From an optimization exercise on the open Yosys and OpenROAD flow, aimed at small area; shortcuts taken in it are not production practice. In this exercise RTL edits were held to simulation tests only and were not proved equivalent to the original. Power figures rest on the tool's default switching activity, not on a simulated workload. The clock port is modelled as an ideal driver; clocking choices that lean on that would not hold on a real chip.

== JK ==
// DIV
module DIV(
    input  wire        clk,
    input  wire        reset,
    input  wire        flush,
    input  wire        CE_in,
    input  wire        ex_valid_ns,
    input  wire        wb_allin,
    input  wire [31:0] dividend_in,
    input  wire [31:0] divisor_in,
    input  wire [5:0]  is_op,
    output reg  [31:0] quotient_out,
    output reg  [31:0] remainder_out,
    output reg         CE_out
);
export LEC_CHECK = 0
export CAP_MARGIN = 20
export CORE_MARGIN = 2
export CORE_UTILIZATION = 60
export CTS_BUF_LIST = sky130_fd_sc_hd__clkbuf_16
export CTS_CLUSTER_DIAMETER = 190
export CTS_CLUSTER_SIZE = 32
export GPL_ROUTABILITY_DRIVEN = 0
export PLACE_DENSITY = 0.7
export SLEW_MARGIN = 20
export SYNTH_HIERARCHICAL = 1
create_clock -name core_clock -period 12.0 [get_ports {clk}]
standard.sh (not shown) runs the stock make flow with config.mk's settings and CLKGATE_MAP_FILE= SYNTH_SCRIPT=/design/flow/synth_recipe.tcl, a recipe that flattens the netlist after the stock synthesis.
==> flow/flow/run.sh <==
#!/bin/bash
# Standard layout, with the port buffers made from the smallest buffer cell.
set -e
cp standard.sh standard.sh.txt
export BUFFER_PORTS_ARGS="-buffer_cell sky130_fd_sc_hd__buf_1"
bash standard.sh > standard.log 2>&1
## Diff of input files: MS against JK
Settings: PLACE_DENSITY now 0.85, was 0.7; CORE_UTILIZATION now 50, was 60; GPL_ROUTABILITY_DRIVEN no longer set, was 0.
Notes after the runs:
Diff MS and JK: final cell count lower in JK
Per the comparison of MS with JK, starting density of the core moved down, number of filler cells placed in the layout moved up, global-route wire length before repair moved down.
Diff JK -> MS | via count of the first global-routing pass | increase of about 1.3%
Diff JK..MS | final number of max-transition violations | negligible
As far as number of instances in the synthesized netlist goes, JK and MS are indistinguishable; the numbers are identical.
Inputs modified between MS and AL:
Settings: swapping 50 for 70 in CORE_UTILIZATION; clearing PLACE_DENSITY, which used to be 0.85; swapping 190 for 160 in CTS_CLUSTER_DIAMETER; swapping 32 for 26 in CTS_CLUSTER_SIZE.
The end-of-flow core utilization in AL sits 22 points above the value recorded for MS. Compared AL against MS; cell area after layout within noise. Diff MS -> AL: final standard cell count with taps included and fillers excluded lower; final worst clock skew higher; synthesized area roughly the same. The faster design of the two is AL; MS tops out lower.
Edits applied to the flow inputs when going from AL to TR:
Settings: PLACE_DENSITY: unset -> 0.8; CTS_CLUSTER_SIZE: 26 -> 32; CTS_CLUSTER_DIAMETER: 160 -> 190; CORE_UTILIZATION: 70 -> 50.
## What came out
The final layouts of TR and AL pass the timing, design-rule and antenna checks. TR against AL: maximum frequency decreased 0.28 MHz; worst setup timing slack at the placement stage has decreased; final worst-path setup slack decreased by 37 ps relative to the old numbers; post-layout instance area held. Comparing AL with TR, the worst hold margin came out essentially unchanged. In TR, cell count is higher than in AL. Higher wire length of the first global-routing pass among TR and AL: AL. The final-layout fill cell count in TR is 1.8 times that in AL. TR: relative contribution of sequential cells to total power is 1.4 points higher than what AL reported. Final period demand of the worst path deteriorates in TR relative to AL. | share of total power in combinational logic | AL vs TR | ≈ equal |.

========
Another version of the RTL of DIV (not shown whole).
Size: ~4200 cells after synthesis, about 1400 flip-flops, roughly 140 I/O pins, roughly 52000 sq um of cells after synthesis.
Settings: LEC_CHECK=0, CAP_MARGIN=20, CORE_MARGIN=2, CORE_UTILIZATION=70, CTS_BUF_LIST=sky130_fd_sc_hd__clkbuf_16, CTS_CLUSTER_DIAMETER=140, CTS_CLUSTER_SIZE=23, SLEW_MARGIN=20, SYNTH_HIERARCHICAL=1; clock period 12.0 ns.
==> flow/flow/run.sh <==
#!/bin/bash
# Standard layout, with the port buffers made from the smallest buffer cell and
# non-critical gates downsized after global routing.
set -e
cp standard.sh standard.sh.txt
export BUFFER_PORTS_ARGS="-buffer_cell sky130_fd_sc_hd__buf_1"
export RECOVER_POWER=100
bash standard.sh > standard.log 2>&1
The starting point finished clean.
Then changed:
==> flow/flow/run.sh (replaced) <==
#!/bin/bash
# Standard layout, with the port buffers made from the smallest buffer cell.
set -e
cp standard.sh standard.sh.txt
export BUFFER_PORTS_ARGS="-buffer_cell sky130_fd_sc_hd__buf_1"
bash standard.sh > standard.log 2>&1
--- a/flow/config.mk
+++ b/flow/config.mk
@@ -6,10 +6,11 @@
 export NUM_CORES = 4
 export LEC_CHECK = 0
+export ABC_AREA = 1
 export CAP_MARGIN = 20
 export CORE_MARGIN = 2
 export CORE_UTILIZATION = 70
 export CTS_BUF_LIST = sky130_fd_sc_hd__clkbuf_16
-export CTS_CLUSTER_DIAMETER = 140
-export CTS_CLUSTER_SIZE = 23
+export CTS_CLUSTER_DIAMETER = 160
+export CTS_CLUSTER_SIZE = 26
 export SLEW_MARGIN = 20
 export SYNTH_HIERARCHICAL = 1
=> First-iteration DRC count is higher to 4.5 times its value; combinational power is higher by about 30%; final cell count grows to 2.8 times its value; sequential power barely changes; clock-buffer cell count went down by 11; clock skew went down by 14 ps; design area increases by 44%.
Then changed:
==> flow/run.sh (new file) <==
#!/bin/bash
# synth_recipe.tcl (not shown) runs the flow's synth.tcl, then flattens the netlist and writes it again
# the make line also repeats each setting of config.mk as NAME=value (left out here)
make -C /OpenROAD-flow-scripts/flow DESIGN_CONFIG=/design/flow/config.mk WORK_HOME=/design/flow/orfs CLKGATE_MAP_FILE= SYNTH_SCRIPT=/design/flow/synth_recipe.tcl finish
--- a/flow/config.mk
+++ b/flow/config.mk
@@ -6,11 +6,10 @@
 export NUM_CORES = 4
 export LEC_CHECK = 0
-export ABC_AREA = 1
 export CAP_MARGIN = 20
 export CORE_MARGIN = 2
 export CORE_UTILIZATION = 70
 export CTS_BUF_LIST = sky130_fd_sc_hd__clkbuf_16
-export CTS_CLUSTER_DIAMETER = 160
-export CTS_CLUSTER_SIZE = 26
+export CTS_CLUSTER_DIAMETER = 120
+export CTS_CLUSTER_SIZE = 20
 export SLEW_MARGIN = 20
 export SYNTH_HIERARCHICAL = 1
removed: flow/flow/run.sh
removed: flow/standard.sh
Effect: Die area went down by a quarter to a third; total power falls by a few percent; maximum frequency drops slightly; cell area shrinks by a quarter to a third; setup slack degrades by 85 ps; via count shrinks by well over a third; flip-flop and latch count stays the same; clock skew rises by 41 ps; global-route usage is lower by 4.9 points; core utilization rose by 2.7 points.

========
DIV with an RTL version that a note above also has.
Size in the first run: ~1,400 flip-flops, about 140 I/O pins.
Settings: LEC_CHECK=0, CAP_MARGIN=20, CORE_MARGIN=2, CORE_UTILIZATION=60, CTS_BUF_LIST=sky130_fd_sc_hd__clkbuf_8 sky130_fd_sc_hd__clkbuf_16, CTS_CLUSTER_DIAMETER=190, CTS_CLUSTER_SIZE=32, SLEW_MARGIN=20, SYNTH_HIERARCHICAL=1; clock period 12.0 ns.
==> flow/flow/run.sh <==
#!/bin/bash
# Standard layout, with the port buffers made from the smallest buffer cell.
set -e
cp standard.sh standard.sh.txt
export BUFFER_PORTS_ARGS="-buffer_cell sky130_fd_sc_hd__buf_1"
bash standard.sh > standard.log 2>&1
Next try:
Settings changed: CORE_UTILIZATION 60 to 45, CTS_BUF_LIST sky130_fd_sc_hd__clkbuf_8 sky130_fd_sc_hd__clkbuf_16 to sky130_fd_sc_hd__clkbuf_16, PLACE_DENSITY set to 0.9.
The changed run passed the timing, design-rule and antenna checks.
Routed wire length grows by 3.7%.
Register-to-register slack loses 0.18 ns.
Total power stays flat.
Area after synthesis does not change.
Sequential power barely changes.
Design area came out higher by 0.40%.
Maximum frequency came out lower by 1.6%.
Die area rose by 33%.
Combinational power barely changes.
Clock-buffer cell count does not change.
Final cell count is higher by 6.0%.
Next try:
Settings changed: CORE_UTILIZATION 45 to 55, PLACE_DENSITY 0.9 to 0.8.
=> Global-route usage rises by 2.3 points. First-iteration DRC count is higher slightly. Total power goes down slightly. Cell count drops by a few percent. Routed wire length decreases by a few percent. Non-clock buffer count decreases by 7. Final area is lower slightly. Utilization increases by 11 points.
Next try:
Settings changed: CORE_UTILIZATION 55 to 60, PLACE_DENSITY 0.8 to unset.
Total power goes up slightly.
Critical path depth fell by 4.
Final cell count went down slightly.
Die area went down by a little under a tenth.
Routed wire length stays flat.
Fmax grows by a few percent.
Final area is about the same.
Next try:
Settings changed: CORE_UTILIZATION 60 to 55, PLACE_DENSITY set to 0.9.
Effect: Hold slack stays flat; clock skew barely changes; global-route usage shrinks by 1.5 points; setup slack gets worse by 0.24 ns; routed wire length grows by a few percent; combinational power is about the same; design area shrinks slightly; synthesized area does not change.
Next try:
Settings changed: CORE_UTILIZATION 55 to 50, PLACE_DENSITY 0.9 to unset.
Effect: The new run produced a clean layout; routed wire length climbs by 1.4%; die area climbs by 9.9%; worst hold slack degrades by 0.0083 ns; total power climbs by 0.39%; flip-flop and latch count does not change; non-clock buffer count climbs by 30; first-iteration DRC count drops by 16%; worst setup slack improves by 0.12 ns; critical path depth climbs by 1.

========
Starting RTL as in the previous note.
==> flow/config.mk <==
export PLATFORM = sky130hd
export DESIGN_NAME = DIV
export DESIGN_NICKNAME = DIV
export VERILOG_FILES = /design/flow/design.v
export SDC_FILE = /design/flow/constraint.sdc
export NUM_CORES = 4
export LEC_CHECK = 0
export CAP_MARGIN = 20
export CORE_MARGIN = 2
export CORE_UTILIZATION = 60
export CTS_BUF_LIST = sky130_fd_sc_hd__clkbuf_16
export CTS_CLUSTER_DIAMETER = 180
export CTS_CLUSTER_SIZE = 30
export SLEW_MARGIN = 20
export SYNTH_HIERARCHICAL = 1
==> flow/constraint.sdc <==
create_clock -name core_clock -period 12.0 [get_ports {clk}]
set_input_delay 2.4000 -clock core_clock [delete_from_list [all_inputs] [get_ports {clk}]]
set_output_delay 2.4000 -clock core_clock [all_outputs]
set_load 0.01 [all_outputs]
Scripts as last shown in full above: flow/flow/run.sh
The baseline completed without violations.
Next try:
Settings changed: CORE_UTILIZATION 60 to 70.
The new run finished clean; critical path depth goes down by 1; non-clock buffer count drops by 9; die area went down by 14%; global-route usage came out higher by 4.3 points; total power came out higher by 0.42%; setup slack gets worse by 0.26 ns; clock skew hardly moves.

========
RTL: one of the versions met above, not the one the previous note started from.
Size in the first run: ~140 I/O pins, roughly 0.052 mm^2 of cells after synthesis.
==> flow/design.v (excerpt) <==
module DIV(
    input  wire        clk,
    input  wire        reset,
    input  wire        flush,
    input  wire        CE_in,
    input  wire        ex_valid_ns,
    input  wire        wb_allin,
    input  wire [31:0] dividend_in,
    input  wire [31:0] divisor_in,
    input  wire [5:0]  is_op,
    output reg  [31:0] quotient_out,
    output reg  [31:0] remainder_out,
    output reg         CE_out
);
    wire clr = ~reset | flush;
    wire hs  = ex_valid_ns & wb_allin;
    reg [4:0] age;
    always @(posedge clk)
        if (clr) age <= 5'd0;
        else if (!age[4]) age <= age + 5'd1;
    reg [16:1] ce_d;
    always @(posedge clk) begin
        if (clr) begin
            ce_d <= 16'd0;
            CE_out <= 1'b0;
        end else begin
            ce_d[1] <= CE_in;
            ce_d[16:2] <= hs ? 15'd0 : ce_d[15:1];
            CE_out <= hs ? 1'b0 : ce_d[16];
        end
    end
    wire sgn = (is_op == 6'h0a);
    wire nn  = sgn & dividend_in[31];
    wire nd  = sgn & divisor_in[31];
    wire [31:0] an = nn ? -dividend_in : dividend_in;
    wire [31:0] ad = nd ? -divisor_in : divisor_in;
    wire [31:0] adm = ad ^ 32'haaaaaaaa;
    wire nq0 = nn ^ nd;
    wire nr0 = nn;
    reg [31:0] a_s1;
    reg [31:0] d_s1;
    reg nq_s1, nr_s1;
    always @(posedge clk) begin
        a_s1 <= an;
        d_s1 <= adm;
        nq_s1 <= nq0;
        nr_s1 <= nr0;
    end
    reg [31:0] a_s2;
    reg [31:0] d_s2;
    reg nq_s2, nr_s2;
    always @(posedge clk) begin
        a_s2 <= a_s1;
        d_s2 <= d_s1;
        nq_s2 <= nq_s1;
        nr_s2 <= nr_s1;
    end
    reg [31:0] a_s3;
    reg [31:0] d_s3;
    reg nq_s3, nr_s3;
    always @(posedge clk) begin
        a_s3 <= a_s2;
        d_s3 <= d_s2;
        nq_s3 <= nq_s2;
        nr_s3 <= nr_s2;
    end
    reg [31:0] a_s4;
  ...
clock: 12.0 ns
lec_check: 0
cap_margin: 20
core_margin: 2
core_utilization: 70
cts_buf_list: sky130_fd_sc_hd__clkbuf_16
cts_cluster_diameter: 160
cts_cluster_size: 26
slew_margin: 20
synth_hierarchical: 1
Scripts as last shown in full above: flow/flow/run.sh
==> next run, changes <==
==> flow/run.sh (new file) <==
#!/bin/bash
# synth_recipe.tcl (not shown) runs the flow's synth.tcl, then flattens the netlist and writes it again
# the make line also repeats each setting of config.mk as NAME=value (left out here)
make -C /OpenROAD-flow-scripts/flow DESIGN_CONFIG=/design/flow/config.mk WORK_HOME=/design/flow/orfs CLKGATE_MAP_FILE= SYNTH_SCRIPT=/design/flow/synth_recipe.tcl finish
- CTS_CLUSTER_DIAMETER: 160 -> 140
- CTS_CLUSTER_SIZE: 26 -> 23
removed: flow/flow/run.sh
removed: flow/standard.sh
What happened: The changed run produced a clean layout. Clock skew went up by 0.0033 ns. Area after synthesis stays the same. Clock-buffer cell count went up by 11. Final cell count went up by 0.31%. Wire length went up by about 4%. Worst hold slack is about the same. Sequential cell count is unchanged.

========
== oak ==
DIV again, from the RTL that the note above started with.
clock: 12.0 ns
lec_check: 0
cap_margin: 20
core_margin: 2
core_utilization: 60
cts_buf_list: sky130_fd_sc_hd__clkbuf_16
cts_cluster_diameter: 190
cts_cluster_size: 32
slew_margin: 20
synth_hierarchical: 1
==> flow/flow/run.sh <==
#!/bin/bash
# Standard layout, with the port buffers made from the smallest buffer cell.
set -e
cp standard.sh standard.sh.txt
export BUFFER_PORTS_ARGS="-buffer_cell sky130_fd_sc_hd__buf_1"
bash standard.sh > standard.log 2>&1
--- input diff oak..pine ---
Settings: swapping 190 for 160 in CTS_CLUSTER_DIAMETER; swapping 32 for 26 in CTS_CLUSTER_SIZE; swapping 60 for 70 in CORE_UTILIZATION.
==> flow/flow/run.sh <==
#!/bin/bash
# Standard layout, with the port buffers made from the smallest buffer cell and
# non-critical gates downsized after global routing.
set -e
cp standard.sh standard.sh.txt
export BUFFER_PORTS_ARGS="-buffer_cell sky130_fd_sc_hd__buf_1"
export RECOVER_POWER=100
bash standard.sh > standard.log 2>&1
Notes after the runs:
- Relative to oak, pine degrades via count.
- Final critical-path required period on pine is up relative to oak.
- On count of fill cells added during filler insertion: pine sits below oak.
- Core util | pine vs oak | pine higher
- Overall power consumption: oak and pine compared, higher one is pine

========
RTL: one of the versions met above, not the one the previous note started from.
Size in the first run: roughly 4200 cells after synthesis, roughly 1400 flip-flops, roughly 140 I/O pins.
==> flow/design.v (excerpt) <==
module DIV(
    input  wire        clk,
    input  wire        reset,
    input  wire        flush,
    input  wire        CE_in,
    input  wire        ex_valid_ns,
    input  wire        wb_allin,
    input  wire [31:0] dividend_in,
    input  wire [31:0] divisor_in,
    input  wire [5:0]  is_op,
    output reg  [31:0] quotient_out,
    output reg  [31:0] remainder_out,
    output reg         CE_out
);
export LEC_CHECK = 0
export CAP_MARGIN = 0
export CORE_MARGIN = 2
export CORE_UTILIZATION = 60
export CTS_BUF_LIST = sky130_fd_sc_hd__clkbuf_16
export CTS_CLUSTER_DIAMETER = 190
export CTS_CLUSTER_SIZE = 32
export SLEW_MARGIN = 0
export SYNTH_HIERARCHICAL = 1
create_clock -name core_clock -period 12.0 [get_ports {clk}]
==> flow/flow/run.sh <==
#!/bin/bash
# Standard layout, with the port buffers made from the smallest buffer cell.
set -e
cp standard.sh standard.sh.txt
export BUFFER_PORTS_ARGS="-buffer_cell sky130_fd_sc_hd__buf_1"
bash standard.sh > standard.log 2>&1
Then changed:
Settings changed: CAP_MARGIN 0 to 20, PLACE_DENSITY set to 0.7, SLEW_MARGIN 0 to 20.
Setup slack is better by 39 ps.
Count of clock-buffer cells in the layout does not change.
Total power barely changes.
Non-clock buffer count shrinks by 6.
Design area barely changes.
Register-to-register slack is better by 40 ps.
Sequential share of layout area stays flat.
Sequential cell count does not change.

## afterwards: timing with drivers on the ports
How much do the figures lean on ideal ports? The routed layouts below were timed once more, with nothing changed but the port constraints. Step 1, drivers: a clkbuf_16 drives clk and a buf_2 each remaining input, both assumed. Step 2, shift: input delay + t, output delay - t, t = (earliest + latest rising clock arrival at the registers) / 2. This alone moves slack from input paths to output paths. Three values: no drivers, after step 1, after step 2; two values: the first two.
| run | t (ns) | slack for setup (ns) | latest minus earliest clock arrival (ns) |
|---|---|---|---|
| JK | 0.710 | 0.895 / 0.895 / 0.895 | 0.037 / 0.037 |
| MS | 0.710 | 0.443 / 0.443 / 0.443 | 0.027 / 0.026 |
| AL | 0.716 | 0.515 / 0.515 / 0.515 | 0.068 / 0.068 |
| TR | 0.712 | 0.479 / 0.479 / 0.479 | 0.044 / 0.044 |
| the first run of note 2 | 0.714 | 0.513 / 0.513 / 0.513 | 0.054 / 0.054 |
| the second run of note 2 | 0.794 | 0.562 / 0.562 / 0.562 | 0.038 / 0.038 |
| the third run of note 2 | 0.716 | 0.476 / 0.476 / 0.476 | 0.080 / 0.080 |
| the first run of note 3 | 0.705 | 0.856 / 0.856 / 0.856 | 0.049 / 0.049 |
| the second run of note 3 | 0.729 | 0.680 / 0.680 / 0.680 | 0.031 / 0.030 |
| the third run of note 3 | 0.702 | 0.580 / 0.580 / 0.580 | 0.040 / 0.041 |
| the fourth run of note 3 | 0.705 | 0.856 / 0.856 / 0.856 | 0.049 / 0.049 |
| the fifth run of note 3 | 0.704 | 0.620 / 0.620 / 0.620 | 0.046 / 0.047 |
| the sixth run of note 3 | 0.738 | 0.739 / 0.739 / 0.739 | 0.044 / 0.044 |
| the first run of note 4 | 0.702 | 0.743 / 0.743 / 0.743 | 0.054 / 0.054 |
| the second run of note 4 | 0.712 | 0.480 / 0.480 / 0.480 | 0.051 / 0.051 |
| the first run of note 5 | 0.742 | 0.407 / 0.407 / 0.407 | 0.061 / 0.061 |
| the second run of note 5 | 0.696 | 0.479 / 0.479 / 0.479 | 0.064 / 0.064 |
| oak | 0.706 | 0.438 / 0.438 / 0.438 | 0.047 / 0.047 |
| pine | 0.742 | 0.407 / 0.407 / 0.407 | 0.061 / 0.061 |
| the first run of note 7 | 0.705 | 0.856 / 0.856 / 0.856 | 0.049 / 0.049 |
| the second run of note 7 | 0.710 | 0.895 / 0.895 / 0.895 | 0.037 / 0.037 |
After both steps every run listed still meets setup and hold.
